What follows belongs to an exercise in optimizing a design on an open flow for small area; a production flow would make more cautious choices. Function was checked by simulation only, so behaviour that the tests miss may differ from the original. The flow treats the clock pin as an ideal source, which a real chip does not have. No activity file was given, so power comes from the tool's default toggle rates.

Setup of wip/onyx:
## votingMachine
module votingMachine(
  input        clock,
  input        reset,
  input        mode,
  input        button1_raw,
  input        button2_raw,
  input        button3_raw,
  input        button4_raw,
  output [7:0] led,
  output [2:0] winner_id,
  output [7:0] winner_votes,
  output       tie,
  output [7:0] cand1_count,
  output [7:0] cand2_count,
  output [7:0] cand3_count,
  output [7:0] cand4_count
);
For scale: about 440 cells after synthesis, roughly 100 flip-flops, roughly 59 I/O pins, ~0.0039 mm² of cells after synthesis.
export LEC_CHECK = 0
export ABC_AREA = 1
export CAP_MARGIN = 20
export CORE_MARGIN = 2
export CORE_UTILIZATION = 60
export PLACE_DENSITY = 0.85
export SLEW_MARGIN = 20
create_clock -name core_clock -period 15.0 [get_ports {clock}]
standard.sh (not shown) runs the stock make flow with config.mk's settings and CLKGATE_MAP_FILE= SYNTH_SCRIPT=/design/flow/synth_recipe.tcl, a recipe that flattens the netlist after the stock synthesis.
==> flow/flow/run.sh <==
#!/bin/bash
# Own layout flow: the standard ORFS flow (standard.sh) with
#  - no separate adder mapping, and an area-oriented ABC mapping script (area.abc) in place of ORFS's,
#    applied through a wrapper around the standard flow's unchanged synthesis script;
#  - the smallest buffer for the port buffers;
#  - clock tree synthesis with clkbuf_4 buffers and no dummy loads, after
#    which post_cts.tcl upsizes to clkbuf_8 the leaf buffers whose
#    flip-flop clock pins would otherwise see a slow slew.
# Each tool's output goes to a log in this folder.
set -uo pipefail
HERE=$(pwd)
cat > my_synth.tcl <<EOT
proc abc {args} {
  set i [lsearch -exact \$args -script]
  if {\$i >= 0} { lset args [expr {\$i+1}] $HERE/flow/area.abc }
  puts "abc wrapper: [join \$args]"
  yosys abc {*}\$args
}
source $HERE/synth_recipe.tcl
EOT
source flow/settings.sh
bash standard.sh SYNTH_SCRIPT=$HERE/my_synth.tcl "${EXTRA[@]}" finish > flow_make.log 2>&1
rc=$?
cp -r orfs/logs/sky130hd/votingMachine/base orfs_logs 2>/dev/null
exit $rc
==> flow/flow/area.abc <==
strash; &get -n; &dch -f; &nf -R 1000; &put
==> flow/flow/post_cts.tcl <==
# Upsize clock-tree leaf buffers whose flip-flop clock pins would see a slow
# slew: CTS builds the tree with clkbuf_4, which is enough for most leaves.
# Only buffers that drive flip-flop clock pins are looked at.
estimate_parasitics -placement
set changed 0
foreach inst [get_cells clkbuf_*] {
  if {[get_property $inst ref_name] ne "sky130_fd_sc_hd__clkbuf_4"} { continue }
  set net [get_nets -of_objects [get_pins -of_objects $inst -filter "direction==output"]]
  set mx 0
  foreach p [get_pins -of_objects $net -filter "direction==input"] {
    if {[get_property $p lib_pin_name] ne "CLK"} { continue }
    set s [get_property $p slew_max]
    if {$s > $mx} { set mx $s }
  }
  if {$mx > 0.110} {
    puts "upsizing [get_property $inst full_name]: slew $mx"
    replace_cell $inst [get_lib_cells */sky130_fd_sc_hd__clkbuf_8]
    incr changed
  }
}
if {$changed > 0} {
  detailed_placement
  estimate_parasitics -placement
}
==> flow/flow/settings.sh <==
EXTRA=(
  "ADDER_MAP_FILE="
  "BUFFER_PORTS_ARGS=-buffer_cell sky130_fd_sc_hd__buf_1"
  "CTS_ARGS=-sink_clustering_enable -repair_clock_nets -dont_use_dummy_load -buf_list sky130_fd_sc_hd__clkbuf_4"
  "POST_CTS_TCL=$HERE/flow/post_cts.tcl"
)
The following lists how wip/lagoon was set up differently from wip/onyx:
Settings: CORE_UTILIZATION: 60 -> 72; PLACE_DENSITY: 0.85 -> unset.
==> comparison <==
wip/lagoon finished every step from synthesis to the final layout, and the layout passed the timing, DRC and antenna checks.
The sequential share of layout area of wip/onyx and that of wip/lagoon are within noise of each other.
Compared with wip/onyx, in wip/lagoon internal power flat, cell count after placement lost about 1.2%, via count stayed essentially flat.
wip/onyx ended up with more cell instances than wip/lagoon did.
wip/lagoon has more setup slack than wip/onyx.
Between wip/onyx and wip/lagoon, final critical delay including setup and external delays decreased.
Diff wip/onyx -> wip/lagoon: share of the clock period used by the worst path after layout moved down, clock network fraction of design power level.
Modified inputs, wip/zinc compared to wip/lagoon
Settings: CORE_UTILIZATION: 72 -> 60.
Notes after the runs:
- wip/zinc has completed all stages; timing, DRC and antenna checks passed.
- Comparing cell total after placement for wip/zinc and wip/lagoon, the bigger number came from wip/zinc.
- Against wip/lagoon, wip/zinc reports a final cell area excluding filler cells that is higher.
- wip/zinc ends up with a met3 capacity usage during global routing that is 1.1 points lower than in wip/lagoon.
- Total power of wip/zinc is higher than that of wip/lagoon.
- Worst hold slack (lower): wip/zinc

static timing again, ports no longer ideal:
The flow's constraints put no driver on any port. The routed layouts listed below were extracted and timed again, unchanged, in two steps.
Step 1 sets driving cells, clkbuf_16 on the clock port and buf_2 on the other inputs (assumed; they add their load-dependent delay and slew).
Step 2 also shifts input and output timing later by t, the mid clock arrival at the registers, as if the neighbouring blocks saw the same clock.
Slacks: no drivers / after step 1 / after step 2; pairs: no drivers / after step 1.
| run | t (ns) | setup slack, ns | hold WS [ns] | latest minus earliest clock arrival (ns) |
|---|---|---|---|---|
| wip/onyx | 0.454 | 4.188 / 4.159 / 4.612 | 0.356 / 0.356 / 0.356 | 0.033 / 0.033 |
| wip/lagoon | 0.452 | 4.466 / 4.437 / 4.889 | 0.373 / 0.373 / 0.373 | 0.028 / 0.028 |
| wip/zinc | 0.451 | 4.290 / 4.260 / 4.711 | 0.363 / 0.363 / 0.363 | 0.018 / 0.018 |
After both steps setup and hold are still met in every run listed.
